This design comes from an exercise in tuning for small area, a short achievable clock period and few clock cycles on the open sky130 flow, not from production work.
No run shown here included a check of the RTL's function; only the layout flow was run.
Power is estimated from default activity; no workload was simulated.

## flow/design.v (module list and top-level ports; edited modules follow where they fit)
// module alu_unit: 971 lines
module alu_unit(
    input clk,
    input rst,
    input in_valid,
    output in_ready,
    input [15:0] a,
    input [15:0] b,
    input [2:0] op,
    output reg out_valid,
    output reg [15:0] r
    );
  // ...
==> flow/flow/run.sh <==
#!/bin/bash
# Layout flow: the standard flow, except that synthesis maps with the
# ABC script in flow/abc_area.script (area-oriented mapping, no ABC
# buffering/upsizing; the resizer later fixes timing on the placed design).
# Then: buf_1 port buffers, clkbuf_8 clock buffers, and the resizer asked
# to leave 55 ns of setup slack. Each part logs to its own file.
set -e
rm -rf scripts_abc
cp -r "$FLOW_HOME/scripts" scripts_abc
cp flow/abc_area.script scripts_abc/abc_area.script
A=("BUFFER_PORTS_ARGS=-buffer_cell sky130_fd_sc_hd__buf_1" CTS_BUF_LIST=sky130_fd_sc_hd__clkbuf_8 SETUP_SLACK_MARGIN=55 )
bash standard.sh "${A[@]}" SCRIPTS_DIR=$PWD/scripts_abc synth > synth.log 2>&1
bash standard.sh "${A[@]}" finish > standard.log 2>&1
==> flow/flow/abc_area.script <==
strash
dch
amap
strash
dch
amap
topo
stime -c
==> flow/standard.sh <==
#!/bin/bash
# synth_recipe.tcl (not shown) runs the flow's synth.tcl, then flattens the netlist and writes it again
# the make line also repeats each setting of config.mk as NAME=value (left out here)
make -C /OpenROAD-flow-scripts/flow DESIGN_CONFIG=/design/flow/config.mk WORK_HOME=/design/flow/orfs CLKGATE_MAP_FILE= SYNTH_SCRIPT=/design/flow/synth_recipe.tcl "${@:-finish}"
==> flow/config.mk <==
export PLATFORM = sky130hd
export DESIGN_NAME = alu_unit
export DESIGN_NICKNAME = alu_unit
export VERILOG_FILES = /design/flow/design.v
export SDC_FILE = /design/flow/constraint.sdc
export NUM_CORES = 4
export LEC_CHECK = 0
export ABC_AREA = 1
export CAP_MARGIN = 20
export CORE_MARGIN = 2
export CORE_UTILIZATION = 40
export SLEW_MARGIN = 20
==> flow/constraint.sdc <==
create_clock -name core_clock -period 70.0 [get_ports {clk}]
set_input_delay 14.0000 -clock core_clock [delete_from_list [all_inputs] [get_ports {clk}]]
set_output_delay 14.0000 -clock core_clock [all_outputs]
set_load 0.01 [all_outputs]
==> impl_metrics.tcl, run 1 <==
set metrics [dict create \
    hold_viol 0 \
    area_delta_synth_final_pct 18.4 \
    number_of_remaining_drc_errors 0 \
    postSynthNetCount 1187 \
    detail_route.wirelength.met1_um 10500 \
    outcome "no timing/DRC/antenna violations" \
    cellPowerDensity_nw_per_um2 22.4 \
    first_iter_violations 352 \
    n_all_inverters 118 \
    multi_input_area_um2 5770 \
    sequentialPower_uw 91.5 \
    final_common_cell "sky130_fd_sc_hd__dfxtp_1" \
    clockRootBuffer "sky130_fd_sc_hd__clkbuf_8" \
    globalplace.congestion 0.890 \
    grt_util_met1_pct 26.1 \
    tritoncts "yes" \
    finClkSkew_ns 0.0161 \
    internal_power_uw 152 \
    gr-usage-met3_pct 3.82 \
    worst-r2r-setup-slack_ns 56.01 \
    power_uw 232 \
    synth-simple-area-share_pct 11.2 \
    crit_path_start "r[9]" \
    placed_area_um2 9380 \
    dpl.hpwl_um 16800 \
    final_cells 1391 \
    post-route-cell-area_um2 10400 \
    worstRegToRegCells 83 \
    timing.setup.tns_ns 0 \
    synth_ff_type "sky130_fd_sc_hd__dfxtp_1" \
    clk_transition_reported_paths_ns 0.09 \
    path_delay_family "flip-flops" \
    fp.dieH_um 152 \
    1st_pass_router_iterations 5 \
    critical_path.n_buffers_inverters 1 \
    htree_levels 4 \
]
==> inputs of run 2 (changes only) <==
--- a/flow/design.v
+++ b/flow/design.v
@@ -19,20 +19,18 @@
     b_q <= b;
     op_q <= op;
     v0 <= in_valid & ~rst;
 end
 wire mul0 = op_q == 3'd3;
 wire div0 = op_q == 3'd4;
 wire add0 = op_q == 3'd1;
 wire sub0 = op_q == 3'd2;
-wire [2:0] k0 = ~v0 ? 3'b000 : div0 ? 3'b100 : sub0 ? 3'b101 :
-                mul0 ? 3'b110 : add0 ? 3'b111 : 3'b001;
 wire [15:0] y0 = b_q ^ {16{div0 | sub0}};
-wire [15:0] x0 = {a_q[15:10] & {6{~mul0}}, a_q[9:0]};
+wire [15:0] x0 = {a_q[15:8] & {8{~mul0}}, a_q[7:0]};
 wire [1:0] s15;
 wire g15_0_0 = (x0[15] & y0[0]) | ((div0 | sub0) & (x0[15] ^ y0[0]));
 wire p15_0_0 = x0[15] ^ y0[0];
 assign s15[0] = p15_0_0 ^ (div0 | sub0);
 assign s15[1] = g15_0_0;
 wire sel15 = mul0 ? a_q[15] : (div0 & s15[1] & &y0[15:1]);
 wire [15:0] x_15 = sel15 ? {s15[0:0], x0[14:0]} : x0;
 wire [2:0] s14;
@@ -148,46 +146,31 @@
 assign s10[1] = p10_1_1 ^ g10_0_0;
 assign s10[2] = p10_2_2 ^ g10_1_0;
 assign s10[3] = p10_3_3 ^ g10_2_0;
 assign s10[4] = p10_4_4 ^ g10_3_0;
 assign s10[5] = p10_5_5 ^ g10_4_0;
 assign s10[6] = g10_5_0;
 wire sel10 = mul0 ? a_q[10] : (div0 & s10[6] & &y0[15:6]);
 wire [15:0] x_10 = sel10 ? {s10[5:0], x_11[9:0]} : x_11;
-reg [15:0] x1, y1;
-reg [15:10] q1;
-reg [2:0] k1;
-always @(posedge clk) begin
-    x1 <= x_10;
-    y1 <= y0;
-    q1 <= {sel15, sel14, sel13, sel12, sel11, sel10};
-    k1 <= rst ? 3'd0 : k0;
-end
-wire mul1 = k1 == 3'b110;
-wire div1 = k1 == 3'b100;
-wire add1 = k1 == 3'b111;
-wire sub1 = k1 == 3'b101;
-wire v1 = |k1;
-wire xl9 = ~mul1 & x1[9];
 wire [7:0] s9;
-wire g9_0_0 = (xl9 & y1[0]) | ((div1 | sub1) & (xl9 ^ y1[0]));
-wire p9_0_0 = xl9 ^ y1[0];
-wire g9_1_1 = x1[10] & y1[1];
-wire p9_1_1 = x1[10] ^ y1[1];
-wire g9_2_2 = x1[11] & y1[2];
-wire p9_2_2 = x1[11] ^ y1[2];
-wire g9_3_3 = x1[12] & y1[3];
-wire p9_3_3 = x1[12] ^ y1[3];
-wire g9_4_4 = x1[13] & y1[4];
-wire p9_4_4 = x1[13] ^ y1[4];
-wire g9_5_5 = x1[14] & y1[5];
-wire p9_5_5 = x1[14] ^ y1[5];
-wire g9_6_6 = x1[15] & y1[6];
-wire p9_6_6 = x1[15] ^ y1[6];
+wire g9_0_0 = (x_10[9] & y0[0]) | ((div0 | sub0) & (x_10[9] ^ y0[0]));
+wire p9_0_0 = x_10[9] ^ y0[0];
+wire g9_1_1 = x_10[10] & y0[1];
+wire p9_1_1 = x_10[10] ^ y0[1];
+wire g9_2_2 = x_10[11] & y0[2];
+wire p9_2_2 = x_10[11] ^ y0[2];
+wire g9_3_3 = x_10[12] & y0[3];
+wire p9_3_3 = x_10[12] ^ y0[3];
+wire g9_4_4 = x_10[13] & y0[4];
+wire p9_4_4 = x_10[13] ^ y0[4];
+wire g9_5_5 = x_10[14] & y0[5];
+wire p9_5_5 = x_10[14] ^ y0[5];
+wire g9_6_6 = x_10[15] & y0[6];
+wire p9_6_6 = x_10[15] ^ y0[6];
 wire g9_1_0 = g9_1_1 | (p9_1_1 & g9_0_0);
 wire p9_1_0 = p9_1_1 & p9_0_0;
 wire g9_3_2 = g9_3_3 | (p9_3_3 & g9_2_2);
 wire p9_3_2 = p9_3_3 & p9_2_2;
 wire g9_5_4 = g9_5_5 | (p9_5_5 & g9_4_4);
 wire p9_5_4 = p9_5_5 & p9_4_4;
 wire g9_2_0 = g9_2_2 | (p9_2_2 & g9_1_0);
 wire p9_2_0 = p9_2_2 & p9_1_0;
@@ -196,44 +179,43 @@
 wire g9_6_4 = g9_6_6 | (p9_6_6 & g9_5_4);
 wire p9_6_4 = p9_6_6 & p9_5_4;
 wire g9_4_0 = g9_4_4 | (p9_4_4 & g9_3_0);
 wire p9_4_0 = p9_4_4 & p9_3_0;
 wire g9_5_0 = g9_5_4 | (p9_5_4 & g9_3_0);
 wire p9_5_0 = p9_5_4 & p9_3_0;
 wire g9_6_0 = g9_6_4 | (p9_6_4 & g9_3_0);
 wire p9_6_0 = p9_6_4 & p9_3_0;
-assign s9[0] = p9_0_0 ^ (div1 | sub1);
+assign s9[0] = p9_0_0 ^ (div0 | sub0);
 assign s9[1] = p9_1_1 ^ g9_0_0;
 assign s9[2] = p9_2_2 ^ g9_1_0;
 assign s9[3] = p9_3_3 ^ g9_2_0;
 assign s9[4] = p9_4_4 ^ g9_3_0;
 assign s9[5] = p9_5_5 ^ g9_4_0;
 assign s9[6] = p9_6_6 ^ g9_5_0;
 assign s9[7] = g9_6_0;
-wire sel9 = mul1 ? x1[9] : (div1 & s9[7] & &y1[15:7]);
-wire [15:0] x_9 = sel9 ? {s9[6:0], x1[8:0]} : x1;
-wire xl8 = ~mul1 & x_9[8];
+wire sel9 = mul0 ? a_q[9] : (div0 & s9[7] & &y0[15:7]);
+wire [15:0] x_9 = sel9 ? {s9[6:0], x_10[8:0]} : x_10;
 wire [8:0] s8;
-wire g8_0_0 = (xl8 & y1[0]) | ((div1 | sub1) & (xl8 ^ y1[0]));
-wire p8_0_0 = xl8 ^ y1[0];
-wire g8_1_1 = x_9[9] & y1[1];
-wire p8_1_1 = x_9[9] ^ y1[1];
-wire g8_2_2 = x_9[10] & y1[2];
-wire p8_2_2 = x_9[10] ^ y1[2];
-wire g8_3_3 = x_9[11] & y1[3];
-wire p8_3_3 = x_9[11] ^ y1[3];
-wire g8_4_4 = x_9[12] & y1[4];
-wire p8_4_4 = x_9[12] ^ y1[4];
-wire g8_5_5 = x_9[13] & y1[5];
-wire p8_5_5 = x_9[13] ^ y1[5];
-wire g8_6_6 = x_9[14] & y1[6];
-wire p8_6_6 = x_9[14] ^ y1[6];
-wire g8_7_7 = x_9[15] & y1[7];
-wire p8_7_7 = x_9[15] ^ y1[7];
+wire g8_0_0 = (x_9[8] & y0[0]) | ((div0 | sub0) & (x_9[8] ^ y0[0]));
+wire p8_0_0 = x_9[8] ^ y0[0];
+wire g8_1_1 = x_9[9] & y0[1];
+wire p8_1_1 = x_9[9] ^ y0[1];
+wire g8_2_2 = x_9[10] & y0[2];
+wire p8_2_2 = x_9[10] ^ y0[2];
+wire g8_3_3 = x_9[11] & y0[3];
+wire p8_3_3 = x_9[11] ^ y0[3];
+wire g8_4_4 = x_9[12] & y0[4];
+wire p8_4_4 = x_9[12] ^ y0[4];
+wire g8_5_5 = x_9[13] & y0[5];
+wire p8_5_5 = x_9[13] ^ y0[5];
+wire g8_6_6 = x_9[14] & y0[6];
+wire p8_6_6 = x_9[14] ^ y0[6];
+wire g8_7_7 = x_9[15] & y0[7];
+wire p8_7_7 = x_9[15] ^ y0[7];
 wire g8_1_0 = g8_1_1 | (p8_1_1 & g8_0_0);
 wire p8_1_0 = p8_1_1 & p8_0_0;
 wire g8_3_2 = g8_3_3 | (p8_3_3 & g8_2_2);
 wire p8_3_2 = p8_3_3 & p8_2_2;
 wire g8_5_4 = g8_5_5 | (p8_5_5 & g8_4_4);
 wire p8_5_4 = p8_5_5 & p8_4_4;
 wire g8_7_6 = g8_7_7 | (p8_7_7 & g8_6_6);
 wire p8_7_6 = p8_7_7 & p8_6_6;
@@ -248,47 +230,60 @@
 wire g8_4_0 = g8_4_4 | (p8_4_4 & g8_3_0);
 wire p8_4_0 = p8_4_4 & p8_3_0;
 wire g8_5_0 = g8_5_4 | (p8_5_4 & g8_3_0);
 wire p8_5_0 = p8_5_4 & p8_3_0;
 wire g8_6_0 = g8_6_4 | (p8_6_4 & g8_3_0);
 wire p8_6_0 = p8_6_4 & p8_3_0;
 wire g8_7_0 = g8_7_4 | (p8_7_4 & g8_3_0);
 wire p8_7_0 = p8_7_4 & p8_3_0;
-assign s8[0] = p8_0_0 ^ (div1 | sub1);
+assign s8[0] = p8_0_0 ^ (div0 | sub0);
 assign s8[1] = p8_1_1 ^ g8_0_0;
 assign s8[2] = p8_2_2 ^ g8_1_0;
 assign s8[3] = p8_3_3 ^ g8_2_0;
 assign s8[4] = p8_4_4 ^ g8_3_0;
 assign s8[5] = p8_5_5 ^ g8_4_0;
 assign s8[6] = p8_6_6 ^ g8_5_0;
 assign s8[7] = p8_7_7 ^ g8_6_0;
 assign s8[8] = g8_7_0;
-wire sel8 = mul1 ? x_9[8] : (div1 & s8[8] & &y1[15:8]);
+wire sel8 = mul0 ? a_q[8] : (div0 & s8[8] & &y0[15:8]);
 wire [15:0] x_8 = sel8 ? {s8[7:0], x_9[7:0]} : x_9;
-wire xl7 = ~mul1 & x_8[7];
+reg [15:0] x1, y1;
+reg [15:8] q1;
+reg mul1, div1, add1, sub1, v1;
+always @(posedge clk) begin
+    x1 <= x_8;
+    y1 <= y0;
+    q1 <= {sel15, sel14, sel13, sel12, sel11, sel10, sel9, sel8};
+    mul1 <= mul0;
+    div1 <= div0;
+    add1 <= add0;
+    sub1 <= sub0;
+    v1 <= v0 & ~rst;
+end
+wire xl7 = ~mul1 & x1[7];
 wire [9:0] s7;
 wire g7_0_0 = (xl7 & y1[0]) | ((div1 | sub1) & (xl7 ^ y1[0]));
 wire p7_0_0 = xl7 ^ y1[0];
-wire g7_1_1 = x_8[8] & y1[1];
-wire p7_1_1 = x_8[8] ^ y1[1];
-wire g7_2_2 = x_8[9] & y1[2];
-wire p7_2_2 = x_8[9] ^ y1[2];
-wire g7_3_3 = x_8[10] & y1[3];
-wire p7_3_3 = x_8[10] ^ y1[3];
-wire g7_4_4 = x_8[11] & y1[4];
-wire p7_4_4 = x_8[11] ^ y1[4];
-wire g7_5_5 = x_8[12] & y1[5];
-wire p7_5_5 = x_8[12] ^ y1[5];
-wire g7_6_6 = x_8[13] & y1[6];
-wire p7_6_6 = x_8[13] ^ y1[6];
-wire g7_7_7 = x_8[14] & y1[7];
-wire p7_7_7 = x_8[14] ^ y1[7];
-wire g7_8_8 = x_8[15] & y1[8];
-wire p7_8_8 = x_8[15] ^ y1[8];
+wire g7_1_1 = x1[8] & y1[1];
+wire p7_1_1 = x1[8] ^ y1[1];
+wire g7_2_2 = x1[9] & y1[2];
+wire p7_2_2 = x1[9] ^ y1[2];
+wire g7_3_3 = x1[10] & y1[3];
+wire p7_3_3 = x1[10] ^ y1[3];
+wire g7_4_4 = x1[11] & y1[4];
+wire p7_4_4 = x1[11] ^ y1[4];
+wire g7_5_5 = x1[12] & y1[5];
+wire p7_5_5 = x1[12] ^ y1[5];
+wire g7_6_6 = x1[13] & y1[6];
+wire p7_6_6 = x1[13] ^ y1[6];
+wire g7_7_7 = x1[14] & y1[7];
+wire p7_7_7 = x1[14] ^ y1[7];
+wire g7_8_8 = x1[15] & y1[8];
+wire p7_8_8 = x1[15] ^ y1[8];
 wire g7_1_0 = g7_1_1 | (p7_1_1 & g7_0_0);
 wire p7_1_0 = p7_1_1 & p7_0_0;
 wire g7_3_2 = g7_3_3 | (p7_3_3 & g7_2_2);
 wire p7_3_2 = p7_3_3 & p7_2_2;
 wire g7_5_4 = g7_5_5 | (p7_5_5 & g7_4_4);
 wire p7_5_4 = p7_5_5 & p7_4_4;
 wire g7_7_6 = g7_7_7 | (p7_7_7 & g7_6_6);
 wire p7_7_6 = p7_7_7 & p7_6_6;
@@ -315,18 +310,18 @@
 assign s7[2] = p7_2_2 ^ g7_1_0;
 assign s7[3] = p7_3_3 ^ g7_2_0;
 assign s7[4] = p7_4_4 ^ g7_3_0;
 assign s7[5] = p7_5_5 ^ g7_4_0;
 assign s7[6] = p7_6_6 ^ g7_5_0;
 assign s7[7] = p7_7_7 ^ g7_6_0;
 assign s7[8] = p7_8_8 ^ g7_7_0;
 assign s7[9] = g7_8_0;
-wire sel7 = mul1 ? x_8[7] : (div1 & s7[9] & &y1[15:9]);
-wire [15:0] x_7 = sel7 ? {s7[8:0], x_8[6:0]} : x_8;
+wire sel7 = mul1 ? x1[7] : (div1 & s7[9] & &y1[15:9]);
+wire [15:0] x_7 = sel7 ? {s7[8:0], x1[6:0]} : x1;
 wire xl6 = ~mul1 & x_7[6];
 wire [10:0] s6;
 wire g6_0_0 = (xl6 & y1[0]) | ((div1 | sub1) & (xl6 ^ y1[0]));
 wire p6_0_0 = xl6 ^ y1[0];
 wire g6_1_1 = x_7[7] & y1[1];
 wire p6_1_1 = x_7[7] ^ y1[1];
 wire g6_2_2 = x_7[8] & y1[2];
 wire p6_2_2 = x_7[8] ^ y1[2];
@@ -535,58 +530,44 @@
 assign s4[7] = p4_7_7 ^ g4_6_0;
 assign s4[8] = p4_8_8 ^ g4_7_0;
 assign s4[9] = p4_9_9 ^ g4_8_0;
 assign s4[10] = p4_10_10 ^ g4_9_0;
 assign s4[11] = p4_11_11 ^ g4_10_0;
 assign s4[12] = g4_11_0;
 wire sel4 = mul1 ? x_5[4] : (div1 & s4[12] & &y1[15:12]);
 wire [15:0] x_4 = sel4 ? {s4[11:0], x_5[3:0]} : x_5;
-reg [15:0] x2, y2;
-reg [15:4] q2;
-reg [2:0] k2;
-always @(posedge clk) begin
-    x2 <= x_4;
-    y2 <= y1;
-    q2 <= {q1[15:10], sel9, sel8, sel7, sel6, sel5, sel4};
-    k2 <= rst ? 3'd0 : k1;
-end
-wire mul2 = k2 == 3'b110;
-wire div2 = k2 == 3'b100;
-wire add2 = k2 == 3'b111;
-wire sub2 = k2 == 3'b101;
-wire v2 = |k2;
-wire xl3 = ~mul2 & x2[3];
+wire xl3 = ~mul1 & x_4[3];
 wire [13:0] s3;
-wire g3_0_0 = (xl3 & y2[0]) | ((div2 | sub2) & (xl3 ^ y2[0]));
-wire p3_0_0 = xl3 ^ y2[0];
-wire g3_1_1 = x2[4] & y2[1];
-wire p3_1_1 = x2[4] ^ y2[1];
-wire g3_2_2 = x2[5] & y2[2];
-wire p3_2_2 = x2[5] ^ y2[2];
-wire g3_3_3 = x2[6] & y2[3];
-wire p3_3_3 = x2[6] ^ y2[3];
-wire g3_4_4 = x2[7] & y2[4];
-wire p3_4_4 = x2[7] ^ y2[4];
-wire g3_5_5 = x2[8] & y2[5];
-wire p3_5_5 = x2[8] ^ y2[5];
-wire g3_6_6 = x2[9] & y2[6];
-wire p3_6_6 = x2[9] ^ y2[6];
-wire g3_7_7 = x2[10] & y2[7];
-wire p3_7_7 = x2[10] ^ y2[7];
-wire g3_8_8 = x2[11] & y2[8];
-wire p3_8_8 = x2[11] ^ y2[8];
-wire g3_9_9 = x2[12] & y2[9];
-wire p3_9_9 = x2[12] ^ y2[9];
-wire g3_10_10 = x2[13] & y2[10];
-wire p3_10_10 = x2[13] ^ y2[10];
-wire g3_11_11 = x2[14] & y2[11];
-wire p3_11_11 = x2[14] ^ y2[11];
-wire g3_12_12 = x2[15] & y2[12];
-wire p3_12_12 = x2[15] ^ y2[12];
+wire g3_0_0 = (xl3 & y1[0]) | ((div1 | sub1) & (xl3 ^ y1[0]));
+wire p3_0_0 = xl3 ^ y1[0];
+wire g3_1_1 = x_4[4] & y1[1];
+wire p3_1_1 = x_4[4] ^ y1[1];
+wire g3_2_2 = x_4[5] & y1[2];
+wire p3_2_2 = x_4[5] ^ y1[2];
+wire g3_3_3 = x_4[6] & y1[3];
+wire p3_3_3 = x_4[6] ^ y1[3];
+wire g3_4_4 = x_4[7] & y1[4];
+wire p3_4_4 = x_4[7] ^ y1[4];
+wire g3_5_5 = x_4[8] & y1[5];
+wire p3_5_5 = x_4[8] ^ y1[5];
+wire g3_6_6 = x_4[9] & y1[6];
+wire p3_6_6 = x_4[9] ^ y1[6];
+wire g3_7_7 = x_4[10] & y1[7];
+wire p3_7_7 = x_4[10] ^ y1[7];
+wire g3_8_8 = x_4[11] & y1[8];
+wire p3_8_8 = x_4[11] ^ y1[8];
+wire g3_9_9 = x_4[12] & y1[9];
+wire p3_9_9 = x_4[12] ^ y1[9];
+wire g3_10_10 = x_4[13] & y1[10];
+wire p3_10_10 = x_4[13] ^ y1[10];
+wire g3_11_11 = x_4[14] & y1[11];
+wire p3_11_11 = x_4[14] ^ y1[11];
+wire g3_12_12 = x_4[15] & y1[12];
+wire p3_12_12 = x_4[15] ^ y1[12];
 wire g3_1_0 = g3_1_1 | (p3_1_1 & g3_0_0);
 wire p3_1_0 = p3_1_1 & p3_0_0;
 wire g3_3_2 = g3_3_3 | (p3_3_3 & g3_2_2);
 wire p3_3_2 = p3_3_3 & p3_2_2;
 wire g3_5_4 = g3_5_5 | (p3_5_5 & g3_4_4);
 wire p3_5_4 = p3_5_5 & p3_4_4;
 wire g3_7_6 = g3_7_7 | (p3_7_7 & g3_6_6);
 wire p3_7_6 = p3_7_7 & p3_6_6;
@@ -621,62 +602,62 @@
 wire g3_9_0 = g3_9_8 | (p3_9_8 & g3_7_0);
 wire p3_9_0 = p3_9_8 & p3_7_0;
 wire g3_10_0 = g3_10_8 | (p3_10_8 & g3_7_0);
 wire p3_10_0 = p3_10_8 & p3_7_0;
 wire g3_11_0 = g3_11_8 | (p3_11_8 & g3_7_0);
 wire p3_11_0 = p3_11_8 & p3_7_0;
 wire g3_12_0 = g3_12_8 | (p3_12_8 & g3_7_0);
 wire p3_12_0 = p3_12_8 & p3_7_0;
-assign s3[0] = p3_0_0 ^ (div2 | sub2);
+assign s3[0] = p3_0_0 ^ (div1 | sub1);
 assign s3[1] = p3_1_1 ^ g3_0_0;
 assign s3[2] = p3_2_2 ^ g3_1_0;
 assign s3[3] = p3_3_3 ^ g3_2_0;
 assign s3[4] = p3_4_4 ^ g3_3_0;
 assign s3[5] = p3_5_5 ^ g3_4_0;
 assign s3[6] = p3_6_6 ^ g3_5_0;
 assign s3[7] = p3_7_7 ^ g3_6_0;
 assign s3[8] = p3_8_8 ^ g3_7_0;
 assign s3[9] = p3_9_9 ^ g3_8_0;
 assign s3[10] = p3_10_10 ^ g3_9_0;
 assign s3[11] = p3_11_11 ^ g3_10_0;
 assign s3[12] = p3_12_12 ^ g3_11_0;
 assign s3[13] = g3_12_0;
-wire sel3 = mul2 ? x2[3] : (div2 & s3[13] & &y2[15:13]);
-wire [15:0] x_3 = sel3 ? {s3[12:0], x2[2:0]} : x2;
-wire xl2 = ~mul2 & x_3[2];
+wire sel3 = mul1 ? x_4[3] : (div1 & s3[13] & &y1[15:13]);
+wire [15:0] x_3 = sel3 ? {s3[12:0], x_4[2:0]} : x_4;
+wire xl2 = ~mul1 & x_3[2];
 wire [14:0] s2;
-wire g2_0_0 = (xl2 & y2[0]) | ((div2 | sub2) & (xl2 ^ y2[0]));
-wire p2_0_0 = xl2 ^ y2[0];
-wire g2_1_1 = x_3[3] & y2[1];
-wire p2_1_1 = x_3[3] ^ y2[1];
-wire g2_2_2 = x_3[4] & y2[2];
-wire p2_2_2 = x_3[4] ^ y2[2];
-wire g2_3_3 = x_3[5] & y2[3];
-wire p2_3_3 = x_3[5] ^ y2[3];
-wire g2_4_4 = x_3[6] & y2[4];
-wire p2_4_4 = x_3[6] ^ y2[4];
-wire g2_5_5 = x_3[7] & y2[5];
-wire p2_5_5 = x_3[7] ^ y2[5];
-wire g2_6_6 = x_3[8] & y2[6];
-wire p2_6_6 = x_3[8] ^ y2[6];
-wire g2_7_7 = x_3[9] & y2[7];
-wire p2_7_7 = x_3[9] ^ y2[7];
-wire g2_8_8 = x_3[10] & y2[8];
-wire p2_8_8 = x_3[10] ^ y2[8];
-wire g2_9_9 = x_3[11] & y2[9];
-wire p2_9_9 = x_3[11] ^ y2[9];
-wire g2_10_10 = x_3[12] & y2[10];
-wire p2_10_10 = x_3[12] ^ y2[10];
-wire g2_11_11 = x_3[13] & y2[11];
-wire p2_11_11 = x_3[13] ^ y2[11];
-wire g2_12_12 = x_3[14] & y2[12];
-wire p2_12_12 = x_3[14] ^ y2[12];
-wire g2_13_13 = x_3[15] & y2[13];
-wire p2_13_13 = x_3[15] ^ y2[13];
+wire g2_0_0 = (xl2 & y1[0]) | ((div1 | sub1) & (xl2 ^ y1[0]));
+wire p2_0_0 = xl2 ^ y1[0];
+wire g2_1_1 = x_3[3] & y1[1];
+wire p2_1_1 = x_3[3] ^ y1[1];
+wire g2_2_2 = x_3[4] & y1[2];
+wire p2_2_2 = x_3[4] ^ y1[2];
+wire g2_3_3 = x_3[5] & y1[3];
+wire p2_3_3 = x_3[5] ^ y1[3];
+wire g2_4_4 = x_3[6] & y1[4];
+wire p2_4_4 = x_3[6] ^ y1[4];
+wire g2_5_5 = x_3[7] & y1[5];
+wire p2_5_5 = x_3[7] ^ y1[5];
+wire g2_6_6 = x_3[8] & y1[6];
+wire p2_6_6 = x_3[8] ^ y1[6];
+wire g2_7_7 = x_3[9] & y1[7];
+wire p2_7_7 = x_3[9] ^ y1[7];
+wire g2_8_8 = x_3[10] & y1[8];
+wire p2_8_8 = x_3[10] ^ y1[8];
+wire g2_9_9 = x_3[11] & y1[9];
+wire p2_9_9 = x_3[11] ^ y1[9];
+wire g2_10_10 = x_3[12] & y1[10];
+wire p2_10_10 = x_3[12] ^ y1[10];
+wire g2_11_11 = x_3[13] & y1[11];
+wire p2_11_11 = x_3[13] ^ y1[11];
+wire g2_12_12 = x_3[14] & y1[12];
+wire p2_12_12 = x_3[14] ^ y1[12];
+wire g2_13_13 = x_3[15] & y1[13];
+wire p2_13_13 = x_3[15] ^ y1[13];
 wire g2_1_0 = g2_1_1 | (p2_1_1 & g2_0_0);
 wire p2_1_0 = p2_1_1 & p2_0_0;
 wire g2_3_2 = g2_3_3 | (p2_3_3 & g2_2_2);
 wire p2_3_2 = p2_3_3 & p2_2_2;
 wire g2_5_4 = g2_5_5 | (p2_5_5 & g2_4_4);
 wire p2_5_4 = p2_5_5 & p2_4_4;
 wire g2_7_6 = g2_7_7 | (p2_7_7 & g2_6_6);
 wire p2_7_6 = p2_7_7 & p2_6_6;
@@ -717,65 +698,65 @@
 wire g2_10_0 = g2_10_8 | (p2_10_8 & g2_7_0);
 wire p2_10_0 = p2_10_8 & p2_7_0;
 wire g2_11_0 = g2_11_8 | (p2_11_8 & g2_7_0);
 wire p2_11_0 = p2_11_8 & p2_7_0;
 wire g2_12_0 = g2_12_8 | (p2_12_8 & g2_7_0);
 wire p2_12_0 = p2_12_8 & p2_7_0;
 wire g2_13_0 = g2_13_8 | (p2_13_8 & g2_7_0);
 wire p2_13_0 = p2_13_8 & p2_7_0;
-assign s2[0] = p2_0_0 ^ (div2 | sub2);
+assign s2[0] = p2_0_0 ^ (div1 | sub1);
 assign s2[1] = p2_1_1 ^ g2_0_0;
 assign s2[2] = p2_2_2 ^ g2_1_0;
 assign s2[3] = p2_3_3 ^ g2_2_0;
 assign s2[4] = p2_4_4 ^ g2_3_0;
 assign s2[5] = p2_5_5 ^ g2_4_0;
 assign s2[6] = p2_6_6 ^ g2_5_0;
 assign s2[7] = p2_7_7 ^ g2_6_0;
 assign s2[8] = p2_8_8 ^ g2_7_0;
 assign s2[9] = p2_9_9 ^ g2_8_0;
 assign s2[10] = p2_10_10 ^ g2_9_0;
 assign s2[11] = p2_11_11 ^ g2_10_0;
 assign s2[12] = p2_12_12 ^ g2_11_0;
 assign s2[13] = p2_13_13 ^ g2_12_0;
 assign s2[14] = g2_13_0;
-wire sel2 = mul2 ? x_3[2] : (div2 & s2[14] & &y2[15:14]);
+wire sel2 = mul1 ? x_3[2] : (div1 & s2[14] & &y1[15:14]);
 wire [15:0] x_2 = sel2 ? {s2[13:0], x_3[1:0]} : x_3;
-wire xl1 = ~mul2 & x_2[1];
+wire xl1 = ~mul1 & x_2[1];
 wire [15:0] s1;
-wire g1_0_0 = (xl1 & y2[0]) | ((div2 | sub2) & (xl1 ^ y2[0]));
-wire p1_0_0 = xl1 ^ y2[0];
-wire g1_1_1 = x_2[2] & y2[1];
-wire p1_1_1 = x_2[2] ^ y2[1];
-wire g1_2_2 = x_2[3] & y2[2];
-wire p1_2_2 = x_2[3] ^ y2[2];
-wire g1_3_3 = x_2[4] & y2[3];
-wire p1_3_3 = x_2[4] ^ y2[3];
-wire g1_4_4 = x_2[5] & y2[4];
-wire p1_4_4 = x_2[5] ^ y2[4];
-wire g1_5_5 = x_2[6] & y2[5];
-wire p1_5_5 = x_2[6] ^ y2[5];
-wire g1_6_6 = x_2[7] & y2[6];
-wire p1_6_6 = x_2[7] ^ y2[6];
-wire g1_7_7 = x_2[8] & y2[7];
-wire p1_7_7 = x_2[8] ^ y2[7];
-wire g1_8_8 = x_2[9] & y2[8];
-wire p1_8_8 = x_2[9] ^ y2[8];
-wire g1_9_9 = x_2[10] & y2[9];
-wire p1_9_9 = x_2[10] ^ y2[9];
-wire g1_10_10 = x_2[11] & y2[10];
-wire p1_10_10 = x_2[11] ^ y2[10];
-wire g1_11_11 = x_2[12] & y2[11];
-wire p1_11_11 = x_2[12] ^ y2[11];
-wire g1_12_12 = x_2[13] & y2[12];
-wire p1_12_12 = x_2[13] ^ y2[12];
-wire g1_13_13 = x_2[14] & y2[13];
-wire p1_13_13 = x_2[14] ^ y2[13];
-wire g1_14_14 = x_2[15] & y2[14];
-wire p1_14_14 = x_2[15] ^ y2[14];
+wire g1_0_0 = (xl1 & y1[0]) | ((div1 | sub1) & (xl1 ^ y1[0]));
+wire p1_0_0 = xl1 ^ y1[0];
+wire g1_1_1 = x_2[2] & y1[1];
+wire p1_1_1 = x_2[2] ^ y1[1];
+wire g1_2_2 = x_2[3] & y1[2];
+wire p1_2_2 = x_2[3] ^ y1[2];
+wire g1_3_3 = x_2[4] & y1[3];
+wire p1_3_3 = x_2[4] ^ y1[3];
+wire g1_4_4 = x_2[5] & y1[4];
+wire p1_4_4 = x_2[5] ^ y1[4];
+wire g1_5_5 = x_2[6] & y1[5];
+wire p1_5_5 = x_2[6] ^ y1[5];
+wire g1_6_6 = x_2[7] & y1[6];
+wire p1_6_6 = x_2[7] ^ y1[6];
+wire g1_7_7 = x_2[8] & y1[7];
+wire p1_7_7 = x_2[8] ^ y1[7];
+wire g1_8_8 = x_2[9] & y1[8];
+wire p1_8_8 = x_2[9] ^ y1[8];
+wire g1_9_9 = x_2[10] & y1[9];
+wire p1_9_9 = x_2[10] ^ y1[9];
+wire g1_10_10 = x_2[11] & y1[10];
+wire p1_10_10 = x_2[11] ^ y1[10];
+wire g1_11_11 = x_2[12] & y1[11];
+wire p1_11_11 = x_2[12] ^ y1[11];
+wire g1_12_12 = x_2[13] & y1[12];
+wire p1_12_12 = x_2[13] ^ y1[12];
+wire g1_13_13 = x_2[14] & y1[13];
+wire p1_13_13 = x_2[14] ^ y1[13];
+wire g1_14_14 = x_2[15] & y1[14];
+wire p1_14_14 = x_2[15] ^ y1[14];
 wire g1_1_0 = g1_1_1 | (p1_1_1 & g1_0_0);
 wire p1_1_0 = p1_1_1 & p1_0_0;
 wire g1_3_2 = g1_3_3 | (p1_3_3 & g1_2_2);
 wire p1_3_2 = p1_3_3 & p1_2_2;
 wire g1_5_4 = g1_5_5 | (p1_5_5 & g1_4_4);
 wire p1_5_4 = p1_5_5 & p1_4_4;
 wire g1_7_6 = g1_7_7 | (p1_7_7 & g1_6_6);
 wire p1_7_6 = p1_7_7 & p1_6_6;
@@ -822,68 +803,68 @@
 wire g1_11_0 = g1_11_8 | (p1_11_8 & g1_7_0);
 wire p1_11_0 = p1_11_8 & p1_7_0;
 wire g1_12_0 = g1_12_8 | (p1_12_8 & g1_7_0);
 wire p1_12_0 = p1_12_8 & p1_7_0;
 wire g1_13_0 = g1_13_8 | (p1_13_8 & g1_7_0);
 wire p1_13_0 = p1_13_8 & p1_7_0;
 wire g1_14_0 = g1_14_8 | (p1_14_8 & g1_7_0);
 wire p1_14_0 = p1_14_8 & p1_7_0;
-assign s1[0] = p1_0_0 ^ (div2 | sub2);
+assign s1[0] = p1_0_0 ^ (div1 | sub1);
 assign s1[1] = p1_1_1 ^ g1_0_0;
 assign s1[2] = p1_2_2 ^ g1_1_0;
 assign s1[3] = p1_3_3 ^ g1_2_0;
 assign s1[4] = p1_4_4 ^ g1_3_0;
 assign s1[5] = p1_5_5 ^ g1_4_0;
 assign s1[6] = p1_6_6 ^ g1_5_0;
 assign s1[7] = p1_7_7 ^ g1_6_0;
 assign s1[8] = p1_8_8 ^ g1_7_0;
 assign s1[9] = p1_9_9 ^ g1_8_0;
 assign s1[10] = p1_10_10 ^ g1_9_0;
 assign s1[11] = p1_11_11 ^ g1_10_0;
 assign s1[12] = p1_12_12 ^ g1_11_0;
 assign s1[13] = p1_13_13 ^ g1_12_0;
 assign s1[14] = p1_14_14 ^ g1_13_0;
 assign s1[15] = g1_14_0;
-wire sel1 = mul2 ? x_2[1] : (div2 & s1[15] & &y2[15:15]);
+wire sel1 = mul1 ? x_2[1] : (div1 & s1[15] & &y1[15:15]);
 wire [15:0] x_1 = sel1 ? {s1[14:0], x_2[0:0]} : x_2;
-wire xl0 = ~mul2 & x_1[0];
+wire xl0 = ~mul1 & x_1[0];
 wire [16:0] s0;
-wire g0_0_0 = (xl0 & y2[0]) | ((div2 | sub2) & (xl0 ^ y2[0]));
-wire p0_0_0 = xl0 ^ y2[0];
-wire g0_1_1 = x_1[1] & y2[1];
-wire p0_1_1 = x_1[1] ^ y2[1];
-wire g0_2_2 = x_1[2] & y2[2];
-wire p0_2_2 = x_1[2] ^ y2[2];
-wire g0_3_3 = x_1[3] & y2[3];
-wire p0_3_3 = x_1[3] ^ y2[3];
-wire g0_4_4 = x_1[4] & y2[4];
-wire p0_4_4 = x_1[4] ^ y2[4];
-wire g0_5_5 = x_1[5] & y2[5];
-wire p0_5_5 = x_1[5] ^ y2[5];
-wire g0_6_6 = x_1[6] & y2[6];
-wire p0_6_6 = x_1[6] ^ y2[6];
-wire g0_7_7 = x_1[7] & y2[7];
-wire p0_7_7 = x_1[7] ^ y2[7];
-wire g0_8_8 = x_1[8] & y2[8];
-wire p0_8_8 = x_1[8] ^ y2[8];
-wire g0_9_9 = x_1[9] & y2[9];
-wire p0_9_9 = x_1[9] ^ y2[9];
-wire g0_10_10 = x_1[10] & y2[10];
-wire p0_10_10 = x_1[10] ^ y2[10];
-wire g0_11_11 = x_1[11] & y2[11];
-wire p0_11_11 = x_1[11] ^ y2[11];
-wire g0_12_12 = x_1[12] & y2[12];
-wire p0_12_12 = x_1[12] ^ y2[12];
-wire g0_13_13 = x_1[13] & y2[13];
-wire p0_13_13 = x_1[13] ^ y2[13];
-wire g0_14_14 = x_1[14] & y2[14];
-wire p0_14_14 = x_1[14] ^ y2[14];
-wire g0_15_15 = x_1[15] & y2[15];
-wire p0_15_15 = x_1[15] ^ y2[15];
+wire g0_0_0 = (xl0 & y1[0]) | ((div1 | sub1) & (xl0 ^ y1[0]));
+wire p0_0_0 = xl0 ^ y1[0];
+wire g0_1_1 = x_1[1] & y1[1];
+wire p0_1_1 = x_1[1] ^ y1[1];
+wire g0_2_2 = x_1[2] & y1[2];
+wire p0_2_2 = x_1[2] ^ y1[2];
+wire g0_3_3 = x_1[3] & y1[3];
+wire p0_3_3 = x_1[3] ^ y1[3];
+wire g0_4_4 = x_1[4] & y1[4];
+wire p0_4_4 = x_1[4] ^ y1[4];
+wire g0_5_5 = x_1[5] & y1[5];
+wire p0_5_5 = x_1[5] ^ y1[5];
+wire g0_6_6 = x_1[6] & y1[6];
+wire p0_6_6 = x_1[6] ^ y1[6];
+wire g0_7_7 = x_1[7] & y1[7];
+wire p0_7_7 = x_1[7] ^ y1[7];
+wire g0_8_8 = x_1[8] & y1[8];
+wire p0_8_8 = x_1[8] ^ y1[8];
+wire g0_9_9 = x_1[9] & y1[9];
+wire p0_9_9 = x_1[9] ^ y1[9];
+wire g0_10_10 = x_1[10] & y1[10];
+wire p0_10_10 = x_1[10] ^ y1[10];
+wire g0_11_11 = x_1[11] & y1[11];
+wire p0_11_11 = x_1[11] ^ y1[11];
+wire g0_12_12 = x_1[12] & y1[12];
+wire p0_12_12 = x_1[12] ^ y1[12];
+wire g0_13_13 = x_1[13] & y1[13];
+wire p0_13_13 = x_1[13] ^ y1[13];
+wire g0_14_14 = x_1[14] & y1[14];
+wire p0_14_14 = x_1[14] ^ y1[14];
+wire g0_15_15 = x_1[15] & y1[15];
+wire p0_15_15 = x_1[15] ^ y1[15];
 wire g0_1_0 = g0_1_1 | (p0_1_1 & g0_0_0);
 wire p0_1_0 = p0_1_1 & p0_0_0;
 wire g0_3_2 = g0_3_3 | (p0_3_3 & g0_2_2);
 wire p0_3_2 = p0_3_3 & p0_2_2;
 wire g0_5_4 = g0_5_5 | (p0_5_5 & g0_4_4);
 wire p0_5_4 = p0_5_5 & p0_4_4;
 wire g0_7_6 = g0_7_7 | (p0_7_7 & g0_6_6);
 wire p0_7_6 = p0_7_7 & p0_6_6;
@@ -938,35 +919,35 @@
 wire g0_12_0 = g0_12_8 | (p0_12_8 & g0_7_0);
 wire p0_12_0 = p0_12_8 & p0_7_0;
 wire g0_13_0 = g0_13_8 | (p0_13_8 & g0_7_0);
 wire p0_13_0 = p0_13_8 & p0_7_0;
 wire g0_14_0 = g0_14_8 | (p0_14_8 & g0_7_0);
 wire p0_14_0 = p0_14_8 & p0_7_0;
 wire g0_15_0 = g0_15_8 | (p0_15_8 & g0_7_0);
 wire p0_15_0 = p0_15_8 & p0_7_0;
-assign s0[0] = p0_0_0 ^ (div2 | sub2);
+assign s0[0] = p0_0_0 ^ (div1 | sub1);
 assign s0[1] = p0_1_1 ^ g0_0_0;
 assign s0[2] = p0_2_2 ^ g0_1_0;
 assign s0[3] = p0_3_3 ^ g0_2_0;
 assign s0[4] = p0_4_4 ^ g0_3_0;
 assign s0[5] = p0_5_5 ^ g0_4_0;
 assign s0[6] = p0_6_6 ^ g0_5_0;
 assign s0[7] = p0_7_7 ^ g0_6_0;
 assign s0[8] = p0_8_8 ^ g0_7_0;
 assign s0[9] = p0_9_9 ^ g0_8_0;
 assign s0[10] = p0_10_10 ^ g0_9_0;
 assign s0[11] = p0_11_11 ^ g0_10_0;
 assign s0[12] = p0_12_12 ^ g0_11_0;
 assign s0[13] = p0_13_13 ^ g0_12_0;
 assign s0[14] = p0_14_14 ^ g0_13_0;
 assign s0[15] = p0_15_15 ^ g0_14_0;
 assign s0[16] = g0_15_0;
-wire sel0 = mul2 ? x_1[0] : (div2 & s0[16] & 1'b1) | add2 | (sub2 & s0[16]);
+wire sel0 = mul1 ? x_1[0] : (div1 & s0[16] & 1'b1) | add1 | (sub1 & s0[16]);
 wire [15:0] x_0 = sel0 ? s0[15:0] : {x_1[15:1], xl0};
-wire [15:0] q = {q2[15:4], sel3, sel2, sel1, sel0};
-wire [15:0] res = div2 ? q :
-                  (mul2 | add2 | (sub2 & sel0)) ? x_0 : 16'd0;
+wire [15:0] q = {q1[15:8], sel7, sel6, sel5, sel4, sel3, sel2, sel1, sel0};
+wire [15:0] res = div1 ? q :
+                  (mul1 | add1 | (sub1 & sel0)) ? x_0 : 16'd0;
 always @(posedge clk) begin
     r <= res;
-    out_valid <= v2 & ~rst;
+    out_valid <= v1 & ~rst;
 end
 endmodule
==> flow/flow/run.sh (replaced) <==
#!/bin/bash
# Standard layout flow (buf_1 port buffers, resizer aims at 55 ns setup slack), logged to standard.log.
bash standard.sh SETUP_SLACK_MARGIN=55 "BUFFER_PORTS_ARGS=-buffer_cell sky130_fd_sc_hd__buf_1" finish > standard.log 2>&1
removed: flow/flow/abc_area.script
==> impl_metrics.tcl, run 2 <==
set metrics [dict create \
    setup_repair_after_global_routing_missed_its_margin "false" \
    crit_type "reg2out" \
    clockRootBuffer "sky130_fd_sc_hd__clkbuf_16" \
    cellPowerDensity_nw_per_um2 23.8 \
    number_of_vias_in_the_routed_layout 9004 \
    synth_ff_type "sky130_fd_sc_hd__dfxtp_1" \
    htree_levels 3 \
    slew_viol_final 0 \
    fp.dieArea_um2 25400 \
    cp.required_ns 56.00 \
    coreArea_um2 23600 \
    post_synth_instance_area_um2 9660 \
    drive_gt1_share_pct 21.4 \
    floorplan.initialDensity_pct 40.9 \
    report.final.setup_viol 0 \
    sequence_of_cells_on_the_critical_path "buf_1" \
    multi_input_area_um2 7780 \
    synth.yosys.warnings 1 \
    avgViaCountPerCell 5.08 \
    netlist_top_cells_count "sky130_fd_sc_hd__nand2_1 (393), sky130_fd_sc_hd__inv_1 (158), sky130_fd_sc_hd__nand3_1 (134)" \
    postRouteAntennaNets 0 \
    synth-seq-area-share_pct 20.3 \
    hold-worst-slack_ns 0.326 \
    global_route.overflow_total 0 \
    dpl.hpwl_um 21100 \
    worst_setup_path_start_kind "flip-flop" \
    avgRoutedWirePerCell_um 16.1 \
    post-synth-top-area-cell "sky130_fd_sc_hd__dfxtp_1" \
    first_iter_violations 541 \
    hold_path_class "reg2reg" \
    arrival_ns 0.93 \
    totalWireLength_um 28500 \
    final_common_cell "sky130_fd_sc_hd__nand2_1" \
    antenna_violations_before_repair 0 \
    fp.dieH_um 159 \
    pre_cts_ws_ns 50.45 \
    total_leakage_power_uw 0.00589 \
    clk_transition_reported_paths_ns 0.07 \
    finClkSkew_ns 0.0117 \
    die_width_um 159 \
    async_reset_ff_share_pct 0 \
    cts_buffers 9 \
    p_sw_uw 124 \
    syn-instance-count 1338 \
    cpPeakStageDelay_ns 0.40 \
    global_route.usage.total_pct 21.8 \
    fillers 2295 \
    outcome "no timing/DRC/antenna violations" \
    yosys.cell_count.top_type "sky130_fd_sc_hd__nand2_1" \
    grt_start_max_net_pins 21 \
    1st_pass_router_iterations 5 \
    synthDistinctLibCells 55 \
    layout_setup_ws_ns 55.07 \
    internal_power_uw 159 \
    mostFrequentLayoutCells "sky130_fd_sc_hd__nand2_1 (346), sky130_fd_sc_hd__inv_1 (149), sky130_fd_sc_hd__nand3_1 (117)" \
    sequential_cell_area_um2 1980 \
    worstSkewPairLatency_ns 0.35 \
    slowest_cp_cell "sky130_fd_sc_hd__dfxtp_1" \
    grt_first_pass_wirelength_um 44000 \
    crit_path_end_kind "output pin" \
    min_period_over_period_pct 21.3 \
    critical_path.n_buffers_inverters 1 \
    max_freq_mhz 67.0 \
    timing.setup.tns_ns 0 \
    cts_hold_buffers 0 \
    number_of_remaining_drc_errors 0 \
    synth_area_per_cell_um2 7.22 \
    tritoncts "yes" \
    ir_drop_uv 12.0 \
    max_slew_margin_pct 41.3 \
    cp_max_fo 1 \
    synthDominantCellAreaShare_pct 20.3 \
    swShare_pct 43.8 \
    clock_sink_count 98 \
    postSynthNetCount 1535 \
    numPortBuffers 54 \
    layout_net_count 1647 \
    max_slew.worst_pin.slew_ns 0.873 \
    area_delta_synth_final_pct 23.2 \
    cap_viol_max_count 0 \
    grt_pass1_vias 8642 \
    clock_power_share_pct 17.8 \
    num_antenna_cells 0 \
    ys_seq_elements 98 \
    power_uw 283 \
    top_level_ports 56 \
    power.share.combinational_pct 58.8 \
    synth_enable_flop_cells 0 \
    min_period_ns 14.93 \
    globalplace.congestion 0.900 \
    row_count 56 \
    synth_area_leaders "sky130_fd_sc_hd__dfxtp_1 (20%), sky130_fd_sc_hd__nand2_1 (15%), sky130_fd_sc_hd__ha_1 (13%)" \
    path_delay_family "flip-flops" \
    cts_buffer_depth 2 \
    hold_viol 0 \
    sequential_power_share_pct 23.4 \
]
==> run 2: cell type report <==
type / instances / area share [%]
clock buffers: 11 / 1.96
inverters: 168 / 5.51
clock inverters: 5 / 0.515
repair buffers: 117 / 6.62
well taps: 319 / 3.36
flip-flops and latches: 98 / 16.6
multi-input cells: 1056 / 65.4
==> run 2: worst paths after layout <==
| kind | start | depth (start not counted) | slack (ns) | end |
|---|---|---|---|---|
| setup / recovery | r[8] | 1 | 55.07 | r[8] |
| hold / removal | a_q[2] | 0 | 0.33 | x1[2] |
| setup reg to reg | mul1 | 105 | 55.69 | r[2] |
| hold reg to reg | a_q[2] | 0 | 0.33 | x1[2] |
==> run 2: cell families (layout without fill, tap and decap cells) <==
logic type,after synthesis,after routing,synth area share (%)
AO/OA/AOI/OAI,131,132,8.08
other,1,1,0.0388
AND/OR/NAND/NOR,692,695,32.4
flip-flops,98,98,20.3
multiplexers,1,1,0.104
buffers and inverters,188,301,7.59
XOR/XNOR,68,68,6.44
adder cells (fa/ha/maj),159,159,25.0
==> run 2: power groups by stage <==
| stage | logic (uW) | registers [uW] | clock network (uW) |
|---|---|---|---|
| after floorplan | 106 | 66.1 | 0 |
| after global placement | 137 | 66.4 | 0 |
| after detailed placement | 139 | 66.5 | 0 |
| after CTS | 145 | 65.4 | 52.3 |
| after global routing | 187 | 66.5 | 53.9 |
| final | 166 | 66.1 | 50.4 |
==> run 2: stage by stage <==
| stage | cell area, um^2 | instances | util (%) |
|---|---|---|---|
| after floorplan | 9670 | 1338 | - |
| after global placement | 10200 | 1700 | 43.3 |
| after detailed placement | 10200 | 1700 | 43.3 |
| after CTS | 11000 | 1745 | 46.7 |
| after global routing | 11900 | 1774 | 50.4 |
| final | 11900 | 1774 | 50.4 |
==> run 2: worst reg2reg max path, delay by kind of cell, from the launching register on <==
| family | cells | cell delay, ns |
|---|---|---|
| AND/OR/NAND/NOR | 61 | 5.83 |
| buffers and inverters | 14 | 1.69 |
| flip-flops | 1 | 0.32 |
| adder cells (fa/ha/maj) | 11 | 3.42 |
| XOR/XNOR | 1 | 0.19 |
| AO/OA/AOI/OAI | 18 | 2.71 |
==> run 2: per-layer routing <==
metal / up-vias / wire, um / share of wire [%] / track usage, %
met5: - / 0 / 0 / 0
met4: 0 / 991 / 3.5 / 7.23
met3: 67 / 1380 / 4.8 / 3.44
met2: 221 / 13600 / 48 / 37.3
met1: 4203 / 12500 / 44 / 27.9
li1: 4513 / - / - / -
==> run 2: repair_timing <==
item                                    in CTS  in global routing
buffers inserted                            25                 27
gates resized for setup                     72                148
pin swaps                                   11                 40
endpoints found under the setup margin      16                 16
gates cloned                                 4                  2

## afterwards: timing with drivers on the ports
No port has a modelled driver above. Below, the same layouts with a new extraction and two added sets of constraints. Step 1 sets driving cells, clkbuf_16 on the clock port and buf_2 on the other inputs (assumed; they add their load-dependent delay and slew). Step 2, shift: input delay + t, output delay - t, t = (earliest + latest rising clock arrival at the registers) / 2. This alone moves slack from input paths to output paths. a / b / c = ideal ports / drivers / drivers and shift; a / b = the first two.
run | t, ns | setup WS [ns] | hold slack, ns | latest minus earliest clock arrival (ns) | worst register clock-pin slew, ns
run 1 | 0.493 | 55.038 / 54.995 / 55.340 | 0.319 / 0.319 / 0.319 | 0.016 / 0.017 | 0.09 / 0.09
run 2 | 0.394 | 55.072 / 55.025 / 55.419 | 0.326 / 0.326 / 0.326 | 0.013 / 0.012 | 0.07 / 0.07
After both steps every run listed still meets setup and hold.
